Background: an optimization exercise with open tools, aiming at small area and a short achievable clock period. Do not read the settings as production practice. RTL that was checked went through simulation tests only; none was proved equivalent to the original.

==> inputs of 06-11 <==
==> flow/design.v <==
module spn_cu (
    input  logic        clk,
    input  logic        reset,            
    input  logic [1:0]  opcode,           
    input  logic [15:0] data_in,          
    input  logic [31:0] secret_key,       
    output logic [15:0] data_out,         
    output logic [1:0]  valid             
);
    function automatic logic [3:0] sbox(input logic [3:0] x);
        logic w;
        w = ~(x[1] ^ x[2]);
        sbox[0] = x[3] ^ (x[0] & w);
        sbox[1] = ~(x[0] ^ x[1]) ^ (x[3] & ((~x[0] & ~x[2]) | (x[1] & (x[0] ^ x[2]))));
        sbox[2] = x[2] ^ (x[0] & w & ~x[3]);
        sbox[3] = ~(x[0] ^ (x[2] & ~(x[0] & x[1])) ^ (x[3] & ~(x[0] ^ x[1])));
    endfunction
    function automatic logic [3:0] inv_sbox(input logic [3:0] x);
        inv_sbox[0] = ~(x[2] ^ x[3] ^ (x[0] & ~(x[1] ^ (x[2] & x[3]))));
        inv_sbox[1] = x[1] ^ x[2] ^ x[3] ^ (x[0] & (x[3] ? x[1] : x[2]));
        inv_sbox[2] = x[2] ^ (x[0] & ~x[3] & (x[1] ^ x[2]));
        inv_sbox[3] = (~(x[1] | x[2]) | (x[0] & x[1] & x[2])) ^ (x[3] & ~(x[0] ^ x[1] ^ x[2]));
    endfunction
    function automatic logic [15:0] s16(input logic [15:0] x);
        s16 = {sbox(x[15:12]), sbox(x[11:8]), sbox(x[7:4]), sbox(x[3:0])};
    endfunction
    function automatic logic [15:0] si16(input logic [15:0] x);
        si16 = {inv_sbox(x[15:12]), inv_sbox(x[11:8]), inv_sbox(x[7:4]), inv_sbox(x[3:0])};
    endfunction
    logic        st_idle, st_pe, st_pd, st_de, st_dd;
    logic [1:0]  vo;
    logic [15:0] d_reg, k_reg;
    logic [7:0]  x_reg;
    logic        err_in;
    logic [15:0] rk_a, a_enc, a_dec, b_enc, b_dec, a_next, b_next;
    assign err_in = st_idle && (opcode == 2'b11);
    assign st_de  = vo[0] && !vo[1];
    assign st_dd  = vo[1] && !vo[0];
    assign rk_a  = {secret_key[7:0], opcode[1] ? secret_key[31:24] : secret_key[23:16]};
    assign a_enc = s16(data_in ^ rk_a);
    assign a_dec = si16(data_in) ^ rk_a;
    assign a_next = opcode[0] ? {a_enc[13:0], a_enc[15:14]} : {a_dec[1:0], a_dec[15:2]};
    assign b_enc = s16(d_reg ^ k_reg);
    assign b_dec = si16(d_reg) ^ k_reg;
    assign b_next = st_pe ? {b_enc[13:0], b_enc[15:14]} : {b_dec[1:0], b_dec[15:2]};
    always_ff @(posedge clk or posedge reset) begin
        if (reset) begin
            st_idle <= 1'b1;
            st_pe   <= 1'b0;
            st_pd   <= 1'b0;
            vo      <= 2'b00;
        end else begin
            st_idle <= vo[0] | vo[1] | (st_idle && opcode == 2'b00);
            st_pe   <= st_idle && opcode == 2'b01;
            st_pd   <= st_idle && opcode == 2'b10;
            vo      <= {st_pd | err_in, st_pe | err_in};
        end
    end
    always_ff @(posedge clk) begin
        d_reg <= st_idle ? a_next : b_next;
        k_reg <= st_idle ? secret_key[15:0] : {k_reg[7:0], x_reg};
        x_reg <= opcode[0] ? secret_key[31:24] : secret_key[23:16];
    end
    assign data_out = ({16{st_de}} & b_enc) | ({16{st_dd}} & b_dec);
    assign valid    = vo | {err_in, err_in};
endmodule
==> flow/flow/run.sh <==
#!/bin/bash
set -u
here=$(pwd)
sed "s#SYNTH_SCRIPT=[^ ]*#SYNTH_SCRIPT=$here/flow/my_synth.tcl#" standard.sh > my_standard.sh
export MY_ABC_SCRIPT=$here/flow/abc.scr
export FLOW_SYNTH_TCL=$here/synth_recipe.tcl
extra=()
if [[ -f flow/make_args ]]; then mapfile -t extra < flow/make_args; fi
bash my_standard.sh "BUFFER_PORTS_ARGS=-buffer_cell sky130_fd_sc_hd__buf_1" "ADDER_MAP_FILE=" "${extra[@]}" finish > standard.log 2>&1
==> flow/flow/abc.scr <==
&get -n
&st
&dch
&nf
&st
&syn2
&if -g -K 6
&synch2
&nf
&st
&syn2
&if -g -K 6
&synch2
&nf
&st
&syn2
&if -g -K 6
&synch2
&nf
&st
&syn2
&if -g -K 6
&synch2
&nf
&st
&syn2
&if -g -K 6
&synch2
&nf
&put
buffer -c
topo
stime -c
upsize -c
dnsize -c
==> flow/flow/make_args <==
SETUP_SLACK_MARGIN=2.3
==> flow/flow/my_synth.tcl <==
# Run the standard flow's synthesis script, but map with the ABC script in MY_ABC_SCRIPT.
proc abc {args} {
  set i [lsearch -exact $args -script]
  if { $i >= 0 } { lset args [expr {$i + 1}] $::env(MY_ABC_SCRIPT) }
  yosys abc {*}$args
}
source $::env(FLOW_SYNTH_TCL)
==> flow/standard.sh <==
#!/bin/bash
# synth_recipe.tcl (not shown) runs the flow's synth.tcl, then flattens the netlist and writes it again
# the make line also repeats each setting of config.mk as NAME=value (left out here)
make -C /OpenROAD-flow-scripts/flow DESIGN_CONFIG=/design/flow/config.mk WORK_HOME=/design/flow/orfs CLKGATE_MAP_FILE= SYNTH_SCRIPT=/design/flow/synth_recipe.tcl "${@:-finish}"
==> flow/config.mk <==
export PLATFORM = sky130hd
export DESIGN_NAME = spn_cu
export DESIGN_NICKNAME = spn_cu
export VERILOG_FILES = /design/flow/design.v
export SDC_FILE = /design/flow/constraint.sdc
export NUM_CORES = 4
export LEC_CHECK = 0
export CAP_MARGIN = 20
export CORE_MARGIN = 2
export CORE_UTILIZATION = 40
export PLACE_DENSITY = 0.6
export SLEW_MARGIN = 20
==> flow/constraint.sdc <==
create_clock -name core_clock -period 5.5 [get_ports {clk}]
set_input_delay 1.1000 -clock core_clock [delete_from_list [all_inputs] [get_ports {clk}]]
set_output_delay 1.1000 -clock core_clock [all_outputs]
set_load 0.01 [all_outputs]
==> 06-03: changes against 06-11 <==
--- a/flow/design.v
+++ b/flow/design.v
@@ -28,20 +28,17 @@
         si16 = {inv_sbox(x[15:12]), inv_sbox(x[11:8]), inv_sbox(x[7:4]), inv_sbox(x[3:0])};
     endfunction
-    logic        st_idle, st_pe, st_pd, st_de, st_dd;
-    logic [1:0]  vo;
+    logic        st_idle, st_pe, st_pd, st_de, st_dd, st_err;
     logic [15:0] d_reg, k_reg;
     logic [7:0]  x_reg;
-    logic        err_in;
-    logic [15:0] rk_a, a_enc, a_dec, b_enc, b_dec, a_next, b_next;
+    logic        err_in, go_e, go_d;
+    logic [15:0] x, rk, u_enc, u_dec;
     assign err_in = st_idle && (opcode == 2'b11);
-    assign st_de  = vo[0] && !vo[1];
-    assign st_dd  = vo[1] && !vo[0];
-    assign rk_a  = {secret_key[7:0], opcode[1] ? secret_key[31:24] : secret_key[23:16]};
-    assign a_enc = s16(data_in ^ rk_a);
-    assign a_dec = si16(data_in) ^ rk_a;
-    assign a_next = opcode[0] ? {a_enc[13:0], a_enc[15:14]} : {a_dec[1:0], a_dec[15:2]};
-    assign b_enc = s16(d_reg ^ k_reg);
-    assign b_dec = si16(d_reg) ^ k_reg;
-    assign b_next = st_pe ? {b_enc[13:0], b_enc[15:14]} : {b_dec[1:0], b_dec[15:2]};
+    assign go_e   = (st_idle && opcode == 2'b01) || st_pe;
+    assign go_d   = (st_idle && opcode == 2'b10) || st_pd;
+    assign x     = d_reg | ({16{st_idle}} & data_in);
+    assign rk    = k_reg | ({16{st_idle}} &
+                   {secret_key[7:0], opcode[0] ? secret_key[23:16] : secret_key[31:24]});
+    assign u_enc = s16(x ^ rk);
+    assign u_dec = si16(x) ^ rk;
     always_ff @(posedge clk or posedge reset) begin
         if (reset) begin
@@ -49,18 +46,30 @@
             st_pe   <= 1'b0;
             st_pd   <= 1'b0;
-            vo      <= 2'b00;
+            st_de   <= 1'b0;
+            st_dd   <= 1'b0;
+            st_err  <= 1'b0;
+            d_reg   <= 16'h0000;
+            k_reg   <= 16'h0000;
         end else begin
-            st_idle <= vo[0] | vo[1] | (st_idle && opcode == 2'b00);
+            st_idle <= st_de | st_dd | st_err | (st_idle && opcode == 2'b00);
             st_pe   <= st_idle && opcode == 2'b01;
             st_pd   <= st_idle && opcode == 2'b10;
-            vo      <= {st_pd | err_in, st_pe | err_in};
+            st_de   <= st_pe;
+            st_dd   <= st_pd;
+            st_err  <= err_in;
+            d_reg   <= ({16{go_e}} & {u_enc[13:0], u_enc[15:14]})
+                     | ({16{go_d}} & {u_dec[1:0], u_dec[15:2]});
+            if (st_idle)
+                k_reg <= (opcode[0] ^ opcode[1]) ? secret_key[15:0] : 16'h0000;
+            else if (st_pe || st_pd)
+                k_reg <= {k_reg[7:0], x_reg};
+            else
+                k_reg <= 16'h0000;
         end
     end
     always_ff @(posedge clk) begin
-        d_reg <= st_idle ? a_next : b_next;
-        k_reg <= st_idle ? secret_key[15:0] : {k_reg[7:0], x_reg};
         x_reg <= opcode[0] ? secret_key[31:24] : secret_key[23:16];
     end
-    assign data_out = ({16{st_de}} & b_enc) | ({16{st_dd}} & b_dec);
-    assign valid    = vo | {err_in, err_in};
+    assign data_out = ({16{st_de}} & u_enc) | ({16{st_dd}} & u_dec);
+    assign valid    = {st_dd | st_err | err_in, st_de | st_err | err_in};
 endmodule
==> flow/flow/abc.scr (replaced) <==
strash; &get -n; &fraig -x; &put; scorr; dc2; strash; &get -n; &dch -f; &nf; &put
removed: flow/flow/make_args
==> 02-10: changes against 06-11 <==
==> flow/flow/abc.scr (replaced) <==
strash; &get -n; &fraig -x; &put; scorr; dc2; strash; &get -n; &dch -f; &nf; &put
==> flow/flow/make_args (replaced) <==
SETUP_SLACK_MARGIN=2.5
CORE_UTILIZATION=65
PLACE_DENSITY=0.8
==> qor summary <==
| item | 06-11 | 02-10 | 06-03 |
|---|---|---|---|
| Synth Area per Inst | 8.102 um^2 | 8.008 um^2 | 8.829 um^2 |
| Maximum frequency from static timing analysis | 317.5 MHz | 325.0 MHz | 213.7 MHz |
| Final Cell Area | 4885 um^2 | 4706 um^2 | 3641 um^2 |
| Count of multi-input combinational gates | 448 | 413 | 293 |
| Clock network area share | 2.075% | 2.925% | 2.509% |
| Result of the run | finished clean | finished clean | finished clean |
| Area after DPL | 4659 um^2 | 4177 um^2 | 3550 um^2 |
| Data arrival time of the critical path | 2.05 ns | 1.98 ns | 3.58 ns |
| Number of flip-flops and latches | 45 | 45 | 46 |
| Top cell type's share of synthesized area | 18.20% | 20.96% | 29.62% |
| Global Route met3 Usage | 1.853% | 6.180% | 3.336% |
| Proportion of final cell area spent on non-clock buffers | 5.789% | 6.940% | 8.144% |
| Path length in cells of the critical path | 6 | 6 | 8 |
Function not checked in 06-03: the RTL went through the layout flow alone.

static timing again, ports no longer ideal:
How much do the figures lean on ideal ports? The routed layouts below were timed once more, with nothing changed but the port constraints.
Step 1 (the two cells are an assumption about what drives the block):
set clk [get_ports {clk}]
set_driving_cell -lib_cell sky130_fd_sc_hd__clkbuf_16 $clk
set_driving_cell -lib_cell sky130_fd_sc_hd__buf_2 [delete_from_list [all_inputs] $clk]
Step 2 also shifts input and output timing later by t, the mid clock arrival at the registers, as if the neighbouring blocks saw the same clock.
Three values: ideal, step 1, step 2; two values: the first two.
run	shift t [ns]	setup WS [ns]	hold WS [ns]	worst slew at a driven data input, ns
06-11	0.337	2.350 / 2.314 / 2.394	0.433 / 0.433 / 0.433	0.04
06-03	0.337	0.820 / 0.796 / 0.796	0.446 / 0.446 / 0.446	0.03
02-10	0.337	2.423 / 2.392 / 2.495	0.454 / 0.454 / 0.454	0.04
After both steps setup and hold are still met in every run listed. For 06-03, which loses most, drivers alone change the setup slack by -0.024 ns; drivers and shift together by -0.024 ns.
